This design comes from an exercise in tuning for small area on the open sky130 flow, not from production work.
For this run, only the layout was checked, not whether the RTL still works.
No activity file was given, so power comes from the tool's default toggle rates.

**constraint.sdc**
```tcl
create_clock -name core_clock -period 10.0 [get_ports {clk100MHZ}]
set_input_delay 2.0000 -clock core_clock [delete_from_list [all_inputs] [get_ports {clk100MHZ}]]
set_output_delay 2.0000 -clock core_clock [all_outputs]
set_load 0.01 [all_outputs]
```
**design.v**
```verilog
`timescale 1ns / 1ps
module main(
    input           power,
    input           clk100MHZ,
    input           rst,
    input           insert,
    input [1:0]     coin_val,
    input [1:0]     drink_op,
    input           cancel_flag,
    output          hold_ind,
    output          drink_1_ind,
    output          drink_2_ind,
    output          drinktk_ind,
    output          charge_ind,
    output          power_ind,
    output reg [7:0] AN,
    output reg [7:0] SEG,
    output reg      clk_1HZ
);
    reg [3:0] u;
    reg [2:0] num;
    reg [2:0] p;
    wire u_wrap = u[3] & u[0];                       
    wire u_four = u[2] & ~u[1] & ~u[0];              
    wire u_hi   = u[3] | (u[2] & (u[1] | u[0]));     
    wire p_zero = ~p[2] & ~p[0];                     
    wire fsm_en = u_four & p_zero & num[1] & ~num[0];
    always @(posedge clk100MHZ) begin
        if (rst) begin
            u <= 4'd5;
            num <= 3'd0;
            p <= 3'd0;
        end else begin
            u <= {u[3] ? ~u[0] : (u[2] & u[1] & u[0]),
                  u[2] ^ (u[1] & u[0]),
                  ~u[3] & (u[1] ^ u[0]),
                  ~u[0]};
            if (u_wrap) begin
                num <= num + 3'd1;
                p <= {p[1], p[0], ~p[2] & ~p[1]};
            end
        end
    end
    always @(*) begin
        case ({num[1:0], p})
            {2'd2, 3'b000}: clk_1HZ = u_hi;      
            {2'd0, 3'b000}: clk_1HZ = ~u_hi;     
            {2'd3, 3'b001}, {2'd0, 3'b011}, {2'd1, 3'b110}, {2'd2, 3'b100},   
            {2'd3, 3'b000}, {2'd0, 3'b001}, {2'd1, 3'b011}, {2'd2, 3'b110},   
            {2'd3, 3'b100}:                                                   
                clk_1HZ = 1'b1;
            default: clk_1HZ = 1'b0;
        endcase
    end
    reg [2:0] st;
    reg [5:0] sum;       
    wire is_s0 = ~st[2] & ~st[1] & ~st[0];
    wire is_s1 = ~st[2] & ~st[1] &  st[0];
    wire is_s2 =  st[1] & ~st[0];
    wire is_s3 =  st[1] &  st[0];
    wire is_s4 =  st[2] & ~st[0];
    wire is_s5 =  st[2] &  st[0];
    wire zero = ~|sum;
    wire ge5  = sum[5] | sum[4] | sum[3] | (sum[2] & (sum[1] | sum[0]));
    wire ge10 = sum[5] | sum[4] | (sum[3] & (sum[2] | sum[1]));
    wire gt40 = sum[5] & (sum[4] | (sum[3] & (sum[2] | sum[1] | sum[0])));
    wire le38 = ~(sum[5] & (sum[4] | sum[3] | (sum[2] & sum[1] & sum[0])));
    wire le20 = ~(sum[5] | (sum[4] & (sum[3] | (sum[2] & (sum[1] | sum[0])))));
    assign hold_ind    = ~is_s0;
    assign drinktk_ind = is_s4;
    assign charge_ind  = is_s5;
    assign drink_1_ind = ge5;
    assign drink_2_ind = ge10;
    assign power_ind   = power;
    wire op1   = ~drink_op[1] &  drink_op[0];
    wire op2   =  drink_op[1] & ~drink_op[0];
    wire inc2  = insert & ~coin_val[1] & coin_val[0] & le38;
    wire inc20 = insert & coin_val[1] & ~coin_val[0] & le20;
    wire dec5  = ~insert & (is_s2 | is_s3) & op1;
    wire dec10 = ~insert & is_s3 & op2;
    wire clr   = ~power | (~insert & is_s5);
    wire [4:0] addend = {dec5 | dec10, inc20 | dec5 | dec10, dec5, inc20 | dec10,
                         inc2 | dec5 | dec10};
    wire [4:0] yuan_n = sum[5:1] + addend + {4'd0, dec5 & sum[0]};
    wire [5:0] sum_n  = clr ? 6'd0 : {yuan_n, sum[0] ^ dec5};
    reg [2:0] st_n;
    always @(*) begin
        st_n = st;
        if (!power)
            st_n = (is_s0 | is_s5) ? 3'b000 : 3'b101;
        else if (is_s0) begin
            if (!zero) st_n = !ge5 ? 3'b001 : !gt40 ? 3'b011 : 3'b000;
        end else if (is_s1) begin
            if (cancel_flag) st_n = zero ? 3'b000 : 3'b101;
            else if (ge5) begin
                if (!ge10) st_n = 3'b010;
                else if (!gt40) st_n = 3'b011;
            end
        end else if (is_s2) begin
            if (cancel_flag) st_n = 3'b101;
            else if (op1) st_n = 3'b100;
            else if (ge10) st_n = 3'b011;
        end else if (is_s3) begin
            if (cancel_flag) st_n = 3'b101;
            else if (op1 | op2) st_n = 3'b100;
        end else if (is_s4)
            st_n = !ge5 ? 3'b001 : !ge10 ? 3'b010 : 3'b011;
        else
            st_n = 3'b000;
    end
    always @(posedge clk100MHZ) begin
        if (rst) begin
            st <= 3'b000;
            sum <= 6'd0;
        end else if (fsm_en) begin
            st <= st_n;
            sum <= sum_n;
        end
    end
    reg       prev_hold;
    reg [1:0] prev_tens;
    wire [4:0] y = sum[5:1];
    wire [1:0] tens = {y[4] & (y[3] | y[2]),
                       (~y[4] & y[3] & (y[2] | y[1])) | (y[4] & ~y[3] & ~y[2]) |
                       (y[4] & y[3] & y[2] & y[1])};
    always @(posedge clk100MHZ) begin
        prev_hold <= rst | hold_ind;
        prev_tens <= tens;
    end
    reg [3:0] ones;
    always @(*) begin
        case (y)
            5'd0,  5'd10, 5'd20, 5'd30: ones = 4'd0;
            5'd1,  5'd11, 5'd21, 5'd31: ones = 4'd1;
            5'd2,  5'd12, 5'd22: ones = 4'd2;
            5'd3,  5'd13, 5'd23: ones = 4'd3;
            5'd4,  5'd14, 5'd24: ones = 4'd4;
            5'd5,  5'd15, 5'd25: ones = 4'd5;
            5'd6,  5'd16, 5'd26: ones = 4'd6;
            5'd7,  5'd17, 5'd27: ones = 4'd7;
            5'd8,  5'd18, 5'd28: ones = 4'd8;
            default: ones = 4'd9;
        endcase
    end
    always @(*) begin
        case (num)
            3'd0: AN = 8'b11111110;
            3'd1: AN = 8'b11111101;
            3'd2: AN = 8'b11111011;
            3'd3: AN = 8'b11110111;
            3'd4: AN = 8'b11101111;
            3'd5: AN = 8'b11011111;
            3'd6: AN = 8'b10111111;
            default: AN = 8'b01111111;
        endcase
    end
    localparam [69:0] SEG7 = {7'b000_1100, 7'b000_0000, 7'b000_1111, 7'b010_0000, 7'b010_0100,
                              7'b100_1100, 7'b000_0110, 7'b001_0010, 7'b100_1111, 7'b000_0001};
    always @(*) begin
        SEG = 8'b1111_1111;
        if (power) begin
            if (prev_hold) begin
                case (num)
                    3'd0: SEG = {sum[0] ? 7'b010_0100 : 7'b000_0001, 1'b1};
                    3'd1: SEG = {SEG7[ones * 7 +: 7], 1'b0};
                    3'd2: SEG = {SEG7[prev_tens * 7 +: 7], 1'b1};
                    default: ;
                endcase
            end else begin
                case (num)
                    3'd3: SEG = 8'b000_0001_1;   
                    3'd4: SEG = 8'b111_0001_1;   
                    3'd5: SEG = 8'b111_0001_1;   
                    3'd6: SEG = 8'b011_0000_1;   
                    3'd7: SEG = 8'b100_1000_1;   
                    default: ;
                endcase
            end
        end
    end
endmodule
```
**config.mk**
```make
export PLATFORM = sky130hd
export DESIGN_NAME = main
export DESIGN_NICKNAME = main
export VERILOG_FILES = /design/flow/design.v
export SDC_FILE = /design/flow/constraint.sdc
export NUM_CORES = 4
export LEC_CHECK = 0
export CAP_MARGIN = 20
export CORE_MARGIN = 2
export CORE_UTILIZATION = 40
export SLEW_MARGIN = 20
```
**flow/run.sh**
```bash
#!/bin/bash
# Own layout flow: the standard ORFS flow with three changes.
#  - Synthesis runs without the full/half-adder extraction step (ADDER_MAP_FILE
#    empty) and maps with a stronger area-oriented ABC script (abc_area.script
#    here, used through a copy of the ORFS scripts folder).
#  - Ports are buffered with the smallest buffer, sky130_fd_sc_hd__buf_1.
# Everything else (floorplan, power grid, tap cells, placement, CTS, routing)
# is the standard flow. Each step's log stays in orfs/logs; make's output is in
# make_synth.log and make_finish.log.
set -euo pipefail
HERE=$(pwd)
rm -rf "$HERE/scripts_local"
cp -r "$FLOW_HOME/scripts" "$HERE/scripts_local"
cp "$HERE/flow/abc_area.script" "$HERE/scripts_local/abc_area.script"
export ADDER_MAP_FILE=
export ABC_AREA=1
export BUFFER_PORTS_ARGS="-buffer_cell sky130_fd_sc_hd__buf_1"
bash standard.sh SCRIPTS_DIR="$HERE/scripts_local" synth > "$HERE/make_synth.log" 2>&1
bash standard.sh finish > "$HERE/make_finish.log" 2>&1
```
**standard.sh**
```bash
#!/bin/bash
# synth_recipe.tcl (not shown) runs the flow's synth.tcl, then flattens the netlist and writes it again
# the make line also repeats each setting of config.mk as NAME=value (left out here)
make -C /OpenROAD-flow-scripts/flow DESIGN_CONFIG=/design/flow/config.mk WORK_HOME=/design/flow/orfs CLKGATE_MAP_FILE= SYNTH_SCRIPT=/design/flow/synth_recipe.tcl "${@:-finish}"
```
**flow/abc_area.script**
```
strash
dc2
&get -n
&deepsyn -J 100 -S 1 -T 100
&deepsyn -J 100 -S 2 -T 100
&put
strash
dch -f
map -a
mfs2
strash
dch -f
amap
topo
```
==> flow_summary.ini <==
[global_routing]
gr-total-overflow = 0
track_usage_pct = 18.75
antenna_found_initial = 0
grt_pass1_wl_um = 6541
grt_start_max_net_pins = 16
grt_pass1_vias = 1569

[worst_setup_path]
r2r_end = ones[1]
crit_chain = buf_1 -> nand4_1 -> or2_0 -> o22ai_1 -> nor3_1 -> buf_1
critPathLaunchType = primary input
r2r_start = num[1]
cp.arrival_ps = 3250
cpMostUsedCell = buf_1
r2r_setup_slack_ps = 6160
worst-setup-path-type = primary input to primary output
reg2reg_depth = 19
critPathCaptureType = primary output
critPathMaxFanout = 6
crit_required_ps = 8000
critPathMaxStageDelay_ps = 320
cpMaxStageDelayCell = or2_0

[routing]
wirelength_um = 3940
vias = 1710
firstDrtPassIters = 5
drtIter0Drc = 162
drt_drc_violations_left = 0
viasPerCell = 5.429
wl_per_cell_um = 12.51
drtAntennaViolNets = 0

[clocking]
cts-buffers-inserted = 3
cts_resized = 0
cts_tree = built
insertion_delay_ps = 270
htree_num_levels = 1
cts_root_buf = clkbuf_8
holdBufCountCts = 0
clockBufferDepth = 2
numClockSinks = 26
cts.clk_slew.worst_paths_ps = 90
post_cts_buffers = 0

[logic_synthesis]
yosys.area_share.xor_xnor_pct = 0
avgSynthCellArea_um2 = 6.600
ys_seq_elements = 26
synthAdderAreaFrac_pct = 0
synth_simple_gate_area_share_pct = 30.02
yosys_warnings = 1
syn-num-nets = 242
muxShareOfSynthArea_pct = 0
synth_compound_area_share_pct = 26.85
synth_top_family_by_area = simple AND/OR/NAND/NOR gates
synthDistinctLibCells = 30
seq_area_frac_synth_pct = 33.85
syn_area_mm2 = 0.001538
synth_cells = 233

[floorplanning]
start_util_pct = 41.69
die_y_um = 66
coreArea_mm2 = 0.003689
placement_rows = 22
pin_count = 32
dieArea_mm2 = 0.004356
die_w_um = 66

[pwr]
p_clk_share_pct = 27.7
power.density_mw_per_mm2 = 173.1
p_comb_share_pct = 34.1
p_switching_mw = 0.1112
power.share.sequential_pct = 38.1
ir_drop_mv = 0.06437
p_sw_share_pct = 36.13
p_leak_nw = 0.5834
p_int_mw = 0.1966

[sta]
min_period_ps = 5255
grt_setup_unrepaired = no
finalSetupTns_ps = 0
min_period_over_period_pct = 52.55
fin_ws_ps = 4745
hold_ws_ps = 486.2
fin_worst_skew_ps = 6.695
finalSetupViolations = 0
tightestPinTransition_ps = 703.0
drv_slew = 0
final-hold-violation-count = 0
relSlewSlack_pct = 52.52
fmax_ghz = 0.1903

[cells_and_area]
areaGrowthSynthToFinish_pct = 15.62
nets = 277
nFillCells = 390
design_area_mm2 = 0.001778
diodes = 0
drive_above_1_share_pct = 1.498
layout_commonest_cell = nor2_1
final_cell_mix = nor2_1, clkinv_1, buf_1, dfxtp_1, nand2_1

[placed_design]
port_buffers = 31
dp_hpwl_um = 3158
placed_area_mm2 = 0.001707
dp_slack_ps = 4668
place_congestion = 0.9525

[hold_path]
hold_end = u[0]
hp-class = flop to flop
whs_path_depth = 1
min_from = u[0]

[run]
cap_violations = 0

[outcome]
status = complete, no violations
-- synth_stat cells --
cell type | instances | share of area [%]
nor2_1 | 48 | 12
clkinv_1 | 36 | 8.8
dfxtp_1 | 26 | 34
nand2_1 | 22 | 5.4
a21oi_1 | 20 | 6.5
o21ai_0 | 12 | 3.9
nor3_1 | 11 | 3.6
nand3_1 | 7 | 2.3
o22ai_1 | 6 | 2.4
o32ai_1 | 6 | 3.4
or2_0 | 5 | 2.0
a31oi_1 | 4 | 1.6
o21a_1 | 4 | 2.0
nand2b_1 | 3 | 1.2
nand4_1 | 3 | 1.2
o41ai_1 | 3 | 1.7
a221oi_1 | 2 | 1.1
nor2b_1 | 2 | 0.81
or3_1 | 2 | 0.81
a2111oi_0 | 1 | 0.57
a211oi_1 | 1 | 0.49
a21boi_0 | 1 | 0.49
a311oi_1 | 1 | 0.57
a31o_1 | 1 | 0.57
buf_4 | 1 | 0.49
nor4_1 | 1 | 0.41
nor4b_1 | 1 | 0.57
o211ai_1 | 1 | 0.49
o21bai_1 | 1 | 0.49
o31ai_1 | 1 | 0.49
-- per-stage QoR --
| stage | power (mW) | utilization, % | instances |
|---|---|---|---|
| floorplan | 0.1918 | - | 233 |
| global placement | 0.2260 | 46.27 | 311 |
| detailed placement | 0.2240 | 46.27 | 311 |
| CTS | 0.3082 | 48.20 | 315 |
| global route | 0.3280 | 48.20 | 315 |
| finish | 0.3078 | 48.20 | 315 |
-- cells by family after synthesis --
group	count (synthesis)
and+or+nand+nor	105
DFF	26
buffers and inverters	37
AOI/OAI and AO/OA	65
-- how the worst max path moves through the flow --
stage / slack, ps / endpoint / start / cells after the start
2_1_floorplan: 5330 / ones[1] / drink_op[1] / 19
3_5_place_dp: 4670 / ones[1] / drink_op[1] / 20
3_3_place_gp: 4770 / SEG[5] / power / 6
4_1_cts: 4750 / SEG[5] / power / 6
6_report: 4750 / SEG[5] / power / 6
5_1_grt: 4390 / ones[1] / drink_op[1] / 20
-- sequential cells by signal (all words and copies together), names as in the netlist --
name,flops
ones,4
st,3
prev_tens,2
prev_hold,1
num,3
u,4
p,3
sum,6
-- power by group through the flow --
| stage | Combinational, mW | Sequential [mW] | Clock [mW] |
|---|---|---|---|
| final | 0.105 | 0.117 | 0.0854 |
| after global routing | 0.118 | 0.119 | 0.0911 |
| after CTS | 0.105 | 0.117 | 0.0863 |
| after detailed placement | 0.105 | 0.119 | 0 |
| after global placement | 0.106 | 0.120 | 0 |
| after floorplan | 0.0741 | 0.118 | 0 |
-- layout make-up --
type | instances | area (um2) | share of cell area (%)
clock buffer | 3 | 41.29 | 2.322
clock inverter | 1 | 30.03 | 1.689
inverter | 36 | 135.1 | 7.600
multi-input combinational | 170 | 874.6 | 49.19
sequential | 26 | 520.5 | 29.28
tap | 48 | 60.06 | 3.378
timing repair buffer | 31 | 116.4 | 6.545
-- critical path, delay by kind of cell --
family	cells	cell delay, ps
and+or+nand+nor	3	690
buffers and inverters	2	360
AOI/OAI and AO/OA	1	200
-- routing by layer --
metal  up-vias  GRT usage, %  part of all wire, %
met1       757         24.89                   48
met5         -             0                    0
li1        889             -                    -
met2        60         31.69                   46
met3         4         2.385                  5.6
met4         0         5.612                 0.74

==> static timing again, ports no longer ideal <==
Ports are ideal in the flow. The routed layout listed here was re-timed in OpenROAD. Step 1 (the two cells are an assumption about what drives the block):
set clk [get_ports {clk100MHZ}]
set_driving_cell -lib_cell sky130_fd_sc_hd__clkbuf_16 $clk
set_driving_cell -lib_cell sky130_fd_sc_hd__buf_2 [delete_from_list [all_inputs] $clk]
Step 2 moves the port delays by t, midway between the first and last clock arrival at a register: inputs arrive t later, outputs are due t later. That takes back most of the time a late clock gives input paths. a / b / c = ideal / step 1 / step 2; a / b = the first two.
shift t [ns]: 0.286
slack for setup (ns): 4.745 / 4.724 / 4.579
worst data-port slew with drivers (ns): 0.03
After both steps this run still meets setup and hold. The setup slack of this run moves by -0.021 ns with the drivers and by -0.166 ns with both steps.
